Source: an optimization exercise on an open RTL-to-GDS flow (aim: small area, a short achievable clock period and few clock cycles). Production flows keep margins and buffers that such runs may drop. Function was checked by simulation only, so behaviour that the tests miss may differ from the original. Power and IR drop assume default switching activity.

==> flow/design.v, too long to show whole: its modules and the start of the top module <==
// module matrix_mult_pipelined_10: 2585 lines
// module mm10_fa: 4 lines
module matrix_mult_pipelined_10 #(parameter DATA_WIDTH = 8)(
    input clk,
    input rst,
    input in_valid,
    input [7:0] in_data,
    output reg in_ready,
    output reg out_valid,
    output reg [2*DATA_WIDTH-1:0] out_data
);
  // ...
==> flow/flow/run.sh <==
#!/bin/bash
# Standard layout (the standard.sh: unchanged synthesis and steps), with
# repair_timing asked to keep a larger setup slack than the default, so the
# resizer also speeds up paths that already meet the 10 ns clock.
bash standard.sh SETUP_SLACK_MARGIN=6.8 finish > standard.log 2>&1
==> flow/standard.sh <==
#!/bin/bash
# synth_recipe.tcl (not shown) runs the flow's synth.tcl, then flattens the netlist and writes it again
# the make line also repeats each setting of config.mk as NAME=value (left out here)
make -C /OpenROAD-flow-scripts/flow DESIGN_CONFIG=/design/flow/config.mk WORK_HOME=/design/flow/orfs CLKGATE_MAP_FILE= SYNTH_SCRIPT=/design/flow/synth_recipe.tcl "${@:-finish}"
==> flow/config.mk <==
export PLATFORM = sky130hd
export DESIGN_NAME = matrix_mult_pipelined_10
export DESIGN_NICKNAME = matrix_mult_pipelined_10
export VERILOG_FILES = /design/flow/design.v
export SDC_FILE = /design/flow/constraint.sdc
export NUM_CORES = 4
export LEC_CHECK = 0
export CAP_MARGIN = 20
export CORE_MARGIN = 2
export CORE_UTILIZATION = 65
export CTS_CLUSTER_DIAMETER = 100
export CTS_CLUSTER_SIZE = 25
export PLACE_DENSITY = 0.75
export SLEW_MARGIN = 20
export SYNTH_HIERARCHICAL = 1
export SYNTH_MINIMUM_KEEP_SIZE = 0
==> flow/constraint.sdc <==
create_clock -name core_clock -period 10.0 [get_ports {clk}]
set_input_delay 2.0000 -clock core_clock [delete_from_list [all_inputs] [get_ports {clk}]]
set_output_delay 2.0000 -clock core_clock [all_outputs]
set_load 0.01 [all_outputs]
==> tab_implementation.tex, run 1 <==
\begin{tabular}{lr}
\hline
Metric & Value \\
\hline
\multicolumn{2}{l}{\textbf{Run status}} \\
\quad Run status & no timing/DRC/antenna violations \\
\multicolumn{2}{l}{\textbf{Power and ir drop}} \\
\quad Power share of the combinational group & 0.001 \\
\quad Clock group share of total power & 0.330 \\
\quad Power Sequential & 8.11 mW \\
\multicolumn{2}{l}{\textbf{Timing}} \\
\quad Number of endpoints failing setup at the final stage & 0 \\
\quad Slew HR & 0.313 \\
\quad Final Critical Period & 3.19 ns \\
\quad Unrepaired setup endpoints after global routing & true \\
\multicolumn{2}{l}{\textbf{Logic synthesis}} \\
\quad Compound-cell area share of the yosys netlist & 0.00778 \\
\quad Share of synthesized cell area in and, or, nand and nor gates & 0.0496 \\
\quad Share of the yosys chip area belonging to registers & 0.694 \\
\quad Multiplexer fraction of the synthesized cell area & 0.0176 \\
\quad Top cell type's share of synthesized area & 0.641 \\
\quad Cell with the most instances after synthesis & sky130\_fd\_sc\_hd\_\_dfxtp\_1 \\
\quad XOR/XNOR Fraction of Synth Area & 0.00702 \\
\multicolumn{2}{l}{\textbf{Route}} \\
\quad Routed wire length per instance & 22.5 microns \\
\quad Routed met3 length & 6.99 mm \\
\quad Vias per inst & 5.19 \\
\quad Detail Route Antenna Nets & 0 \\
\quad Iteration-0 DRC count of the detailed router & 1,919 \\
\quad Routed length on met1 & 46.8 mm \\
\multicolumn{2}{l}{\textbf{Global routing}} \\
\quad Met2 routing resource usage after global routing & 0.408 \\
\quad Largest net degree at the start of global routing & 60 \\
\quad Wire length of the first global-routing pass & 172 mm \\
\multicolumn{2}{l}{\textbf{Setup path}} \\
\quad Master of the slowest instance on the critical path & sky130\_fd\_sc\_hd\_\_dfxtp\_1 \\
\quad Classification of the worst setup path & reg2reg \\
\quad Family with the most delay on the worst path & adder cells \\
\quad Critical Path Source Type & register \\
\quad Worst EP arrival & 3.73 ns \\
\quad Worst R2R Path Depth & 5 \\
\multicolumn{2}{l}{\textbf{Place}} \\
\quad Area of placed instances & 60,800 sq um \\
\quad Instance count after placement with tap cells included & 4,912 \\
\quad Placer's final routability congestion estimate & 0.937 \\
\multicolumn{2}{l}{\textbf{Cells and area}} \\
\quad Share of post-route cells with drive strength above 1 & 0.0673 \\
\quad Fraction of cell area in non-clock buffers & 0.00423 \\
\quad Multi-Input Combinational & 1,578 \\
\quad Number of clock buffer instances in the layout & 118 \\
\quad Final clock-cell share & 0.0388 \\
\multicolumn{2}{l}{\textbf{Floorplan}} \\
\quad Starting utilization of the core area & 0.653 \\
\multicolumn{2}{l}{\textbf{Flow run}} \\
\quad Max-cap violations & 0 \\
\multicolumn{2}{l}{\textbf{Hold path}} \\
\quad HP Class & reg2reg \\
\hline
\end{tabular}
Testbench counts, summed over its fixed seeds: cycles 10,360.
==> run 2: changes to the inputs <==
--- a/flow/design.v
+++ b/flow/design.v
@@ -53,17 +53,19 @@
         if (rst) begin
             ph_t <= 4'd9; ph_u <= 4'd9;
             ix_t <= 4'd0; ix_u <= 4'd0;
             half <= 1'b0;
             cact <= 1'b0;
             trl <= 1'b0;
             e <= 4'd0;
             wr_a <= 1'b0; wr_b <= 1'b0; wr_last <= 1'b0;
+            in_ready <= 1'b0;
         end else begin
+            in_ready <= fire | rdy_nf;
             ph_t <= fire ? p1_t : pn_t;
             ph_u <= fire ? p1_u : pn_u;
             wr_a <= fire & ~half;
             wr_b <= fire & half;
             wr_last <= fire & last;
             if (fire) begin
                 ix_t <= i1_t; ix_u <= i1_u; half <= i1_h;
             end
@@ -71,17 +73,16 @@
             trl <= okc;
             if (okc & ph_u9)
                 e <= 4'd0;
             else if (fail)
                 e <= ph_u;
         end
     end
     always @(posedge clk) din_r <= in_data;
-    always @(posedge clk) in_ready <= fire | rdy_nf;
     reg [7:0] ra [0:99];
     always @(posedge clk) begin
         for (x = 99; x > 0; x = x - 1) ra[x] <= ra[x-1];
         ra[0] <= wr_a ? din_r : ra[99];
     end
     reg [7:0] rb [0:99];    
     always @(posedge clk) begin
         for (k = 0; k < 10; k = k + 1) begin
==> run 2 against run 1 <==
Still clean on timing, DRC and antenna. Wire length up 0.53%. Via count shrank 0.25%. Final cell count is 0.58% higher. Critical path type is now reg2out. Critical endpoint is now in_ready.
==> tab_implementation.tex, run 2 <==
\begin{tabular}{lr}
\hline
Metric & Value \\
\hline
\multicolumn{2}{l}{\textbf{Logic synthesis}} \\
\quad Number of distinct library cells after synthesis & 56 \\
\quad Primary flip-flop cell chosen by synthesis mapping & sky130\_fd\_sc\_hd\_\_dfxtp\_1 \\
\quad Share of the yosys chip area belonging to registers & 0.693 (-0.000933) \\
\quad Syn. warnings & 10 \\
\quad Total nets after synthesis & 4,531 \\
\quad Post-synth top area cell & sky130\_fd\_sc\_hd\_\_dfxtp\_1 \\
\quad Top cell type's share of synthesized area & 0.640 (-0.00127) \\
\quad Synthesized area divided by synthesized cell count & 15.4 sq um \\
\quad Netlist area before placement & 59,800 sq um \\
\quad Async S/R FF share, synth & 0.0149 \\
\quad Mapped Cells & 3,888 \\
\quad Post-synthesis register bit count & 2,020 \\
\quad Top cells by instance count after synthesis & sky130\_fd\_sc\_hd\_\_dfxtp\_1 (1,910), sky130\_fd\_sc\_hd\_\_nand2\_1 (647), sky130\_fd\_sc\_hd\_\_fa\_1 (593) \\
\quad Main area contributors after synthesis & sky130\_fd\_sc\_hd\_\_dfxtp\_1 (64\%), sky130\_fd\_sc\_hd\_\_fa\_1 (20\%), sky130\_fd\_sc\_hd\_\_nand2\_1 (4.1\%) \\
\quad Number of flops mapped to enable cells by yosys & 80 \\
\quad Cell with the most instances after synthesis & sky130\_fd\_sc\_hd\_\_dfxtp\_1 \\
\multicolumn{2}{l}{\textbf{Run status}} \\
\quad Run status & no timing/DRC/antenna violations \\
\multicolumn{2}{l}{\textbf{Route}} \\
\quad Routed wire length per instance & 22.5 microns (about the same) \\
\quad Vias per inst & 5.15 (-0.82\%) \\
\quad Number of optimization iterations in the first detailed-route pass & 7 \\
\quad Iteration-0 DRC count of the detailed router & 2,067 (+7.7\%) \\
\quad Detail Route Antenna Nets & 0 (unchanged) \\
\quad Post-detailed-routing wire length & 114 mm \\
\quad Via total after detailed routing & 26,066 \\
\quad DRC violation count after routing & 0 \\
\multicolumn{2}{l}{\textbf{Setup path}} \\
\quad Worst path cell trace & buf\_2 \\
\quad Critical Path Source Type & register \\
\quad Buffers \& Inverters on Critical Path & 1 \\
\quad Required arrival time at the worst endpoint & 8.00 ns \\
\quad Worst EP arrival & 1.28 ns (-2.45 ns) \\
\quad Classification of the worst setup path & reg2out \\
\quad Master of the slowest instance on the critical path & sky130\_fd\_sc\_hd\_\_dfrtp\_1 \\
\quad Critical Path Max Stage Delay & 0.42 ns \\
\quad Nature of the critical path endpoint & output port \\
\quad Family with the most delay on the worst path & flip-flops \\
\quad Largest driver fanout on the critical path & 2 \\
\multicolumn{2}{l}{\textbf{Power and ir drop}} \\
\quad Proportion of total power due to net switching & 0.195 \\
\quad Clock group share of total power & 0.334 (+0.004) \\
\quad Power density over the cells & 192 nW/um\^{}2 \\
\quad Sequential power share & 0.665 \\
\quad Worst voltage drop across the vdd grid & 0.000225 V \\
\quad Leakage & 21.0 nW \\
\quad Total power & 12.2 mW \\
\quad Psw & 2.38 mW \\
\quad Power share of the combinational group & 0.001 (about the same) \\
\quad Cell Int Power & 9.81 mW \\
\multicolumn{2}{l}{\textbf{Clocking}} \\
\quad Root cell of the clock tree & sky130\_fd\_sc\_hd\_\_clkbuf\_16 \\
\quad Worst-Skew Late Latency & 0.71 ns \\
\quad CTS tree & yes \\
\quad TritonCTS Buffers & 90 \\
\quad CTS H-Tree Depth & 3 \\
\quad Maximum number of buffers from clock root to sink & 3 \\
\quad CTS clock-pin slew for the worst setup and hold paths & 0.11 ns \\
\quad Number of clock sinks seen by CTS & 2,020 \\
\multicolumn{2}{l}{\textbf{Timing}} \\
\quad Slew HR & 0.271 (-0.0421) \\
\quad Final count of hold timing violations & 0 \\
\quad Unrepaired setup endpoints after global routing & true \\
\quad Final Max Tran Viols & 0 \\
\quad F\_max & 305 MHz \\
\quad Final Critical Period & 3.28 ns (+0.0919 ns) \\
\quad Final Cycle Share & 0.328 \\
\quad Number of endpoints failing setup at the final stage & 0 (unchanged) \\
\quad Setup tns final & 0 ns \\
\quad Least-Margin Pin Slew & 1.09 ns \\
\quad Least setup slack across all paths after layout & 6.72 ns \\
\quad Clk\_skew & 0.0493 ns \\
\multicolumn{2}{l}{\textbf{Global routing}} \\
\quad Largest net degree at the start of global routing & 55 (-8.3\%) \\
\quad Number of antenna violations at the first check in global routing & 5 \\
\quad Vias in the first global route & 28,003 \\
\quad Wire length of the first global-routing pass & 172 mm (+0.12\%) \\
\quad Total congestion overflow & 0 \\
\quad Global router's overall resource usage & 0.253 \\
\multicolumn{2}{l}{\textbf{Place}} \\
\quad Placed wire-length estimate & 81.9 mm \\
\quad Placer's final routability congestion estimate & 0.918 (-2.1\%) \\
\quad IO buf count & 28 \\
\quad Area of placed instances & 61,000 sq um (+0.25\%) \\
\quad Pre-CTS worst setup slack & 6.49 ns \\
\multicolumn{2}{l}{\textbf{Flow run}} \\
\quad Max-cap violations & 0 (unchanged) \\
\multicolumn{2}{l}{\textbf{Floorplan}} \\
\quad Total die area & 94,400 sq um \\
\quad Floorplan die width & 307 microns \\
\quad Boundary Pins & 29 \\
\quad Height of the chip & 307 microns \\
\quad Placeable Area & 91,400 sq um \\
\quad Standard-cell rows & 111 \\
\quad Starting utilization of the core area & 0.654 (+0.000958) \\
\multicolumn{2}{l}{\textbf{Cells and area}} \\
\quad Most common cell after layout, fill and taps aside & sky130\_fd\_sc\_hd\_\_dfxtp\_1 \\
\quad Area growth syn-to-layout & 6.23\% \\
\quad Most used cells in the layout excluding fill and tap cells & sky130\_fd\_sc\_hd\_\_dfxtp\_1 (1,886), sky130\_fd\_sc\_hd\_\_nand2\_1 (647), sky130\_fd\_sc\_hd\_\_fa\_1 (590) \\
\quad NumNets Final & 4,488 \\
\quad Registers with the highest flip-flop counts & ra: 800 flops, rb: 800 flops, ah: 80 flops \\
\quad \# fillers & 5,975 \\
\quad Finished Cell Area & 63,500 sq um \\
\quad Share of post-route cells with drive strength above 1 & 0.0686 (+0.00130) \\
\multicolumn{2}{l}{\textbf{Hold path}} \\
\quad HP Class & reg2reg \\
\hline
\end{tabular}
## run 2: changes by cell type after synthesis, moves of 3 or more
cell and change:
sky130_fd_sc_hd__mux2i_1 -3, sky130_fd_sc_hd__buf_2 +3, sky130_fd_sc_hd__o21ai_1 +3, sky130_fd_sc_hd__xnor2_1 +4, sky130_fd_sc_hd__nand3_1 +7, sky130_fd_sc_hd__nor2_1 +6
## run 2: modules after synthesis, one instance, submodules excluded
module / copies in the design / flops+latches / cells / cell area, sq um
matrix_mult_pipelined_10: 1 / 2020 / 3296 / 47900
mm10_fa: 592 / 0 / 1 / 20.0
## run 2: cell type report
type / instances / area [sq um] / area share
flip-flops and latches: 2020 / 41400 / 0.653
multi-input cells: 1596 / 17400 / 0.274
inverters: 92 / 345 / 0.00544
well taps: 1186 / 1480 / 0.0234
diodes: 1 / 2.50 / 0.0000394
clock buffers: 118 / 2360 / 0.0371
clock inverters: 8 / 178 / 0.00280
repair buffers: 45 / 322 / 0.00507
## run 2: logic make-up after synthesis
| kind of cell | count (synthesis) | synth area share |
|---|---|---|
| flops | 2020 | 0.693 |
| simple gates | 754 | 0.0508 |
| fa+ha+maj | 632 | 0.207 |
| buf+inv | 272 | 0.0172 |
| mux | 91 | 0.0171 |
| compound gates | 70 | 0.00823 |
| xor+xnor | 49 | 0.00718 |
## run 2: power by group through the flow
stage	registers (mW)	clock network, mW	logic [mW]
floorplan	8.29	0	0.0136
global placement	8.30	0	0.0152
detailed placement	8.30	0	0.0154
CTS	8.11	4.17	0.0153
global route	8.12	4.43	0.0170
finish	8.11	4.07	0.0149
## run 2: stage by stage
step / hold WS [ns] / utilization / std cells
final: 0.302 / 0.695 / 5066
after global routing: 0.301 / 0.695 / 5065
after CTS: 0.294 / 0.694 / 5065
after detailed placement: 0.312 / 0.667 / 4938
after global placement: 0.310 / 0.667 / 4938
after floorplan: 0.310 / - / 3888
## run 2: worst reg2reg max path: cells and delay by family, from the launching register on
family	cells	cell delay [ns]
flip-flops	1	0.75
adder cells (fa/ha/maj)	4	2.06
AND/OR/NAND/NOR	1	0.19
## run 2: routing by layer
metal,global-route usage,vias up,part of all wire
li1,-,11779,-
met1,0.340,13226,0.42
met2,0.413,859,0.48
met3,0.0403,202,0.058
met4,0.109,0,0.047
met5,0,-,0
## run 2: timing repair
item	in CTS	in global routing
setup endpoints to repair	31	22
hold buffers	0	0
buffers inserted	1	0
resized for setup	79	22
pin swaps	4	3
## run 2: worst paths after layout
check	cells past startpoint	to	slack, ns	start
hold / removal	0	ra[78][1]$_DFF_P_	0.30	ra[77][1]$_DFF_P_
min in group asynchronous	2	ix_u[2]$_DFFE_PP0P_	1.67	rst
max in group asynchronous	2	out_valid$_DFF_PP0_	7.90	rst
setup reg to reg	5	q1589$_DFF_P_	6.85	rb[40][6]$_DFF_P_
hold reg to reg	0	ra[78][1]$_DFF_P_	0.30	ra[77][1]$_DFF_P_
setup / recovery	1	in_ready	6.72	in_ready$_DFF_PP0_
Testbench counts of run 2, summed over its fixed seeds: cycles 10,360.

==> what the ideal ports hide <==
No port has a modelled driver above. Below, the same layouts with a new extraction and two added sets of constraints.
Step 1 assumes that a clkbuf_16 drives the clock port and a buf_2 every other input.
Step 2 moves the port delays by t, midway between the first and last clock arrival at a register: inputs arrive t later, outputs are due t later. That takes back most of the time a late clock gives input paths.
a / b / c = no drivers / after step 1 / after step 2; a / b = the first two.
| run | shift t [ns] | slack for setup (ns) | worst setup path at the end | latest minus earliest clock arrival (ns) |
|---|---|---|---|---|
| run 1 | 0.756 | 6.811 / 6.741 / 6.395 | input to register | 0.029 / 0.030 |
| run 2 | 0.758 | 6.719 / 6.649 / 6.527 | input to register | 0.051 / 0.051 |
After both steps setup and hold are still met in every run listed. For run 1, which loses most, drivers alone change the setup slack by -0.070 ns; drivers and shift together by -0.416 ns.
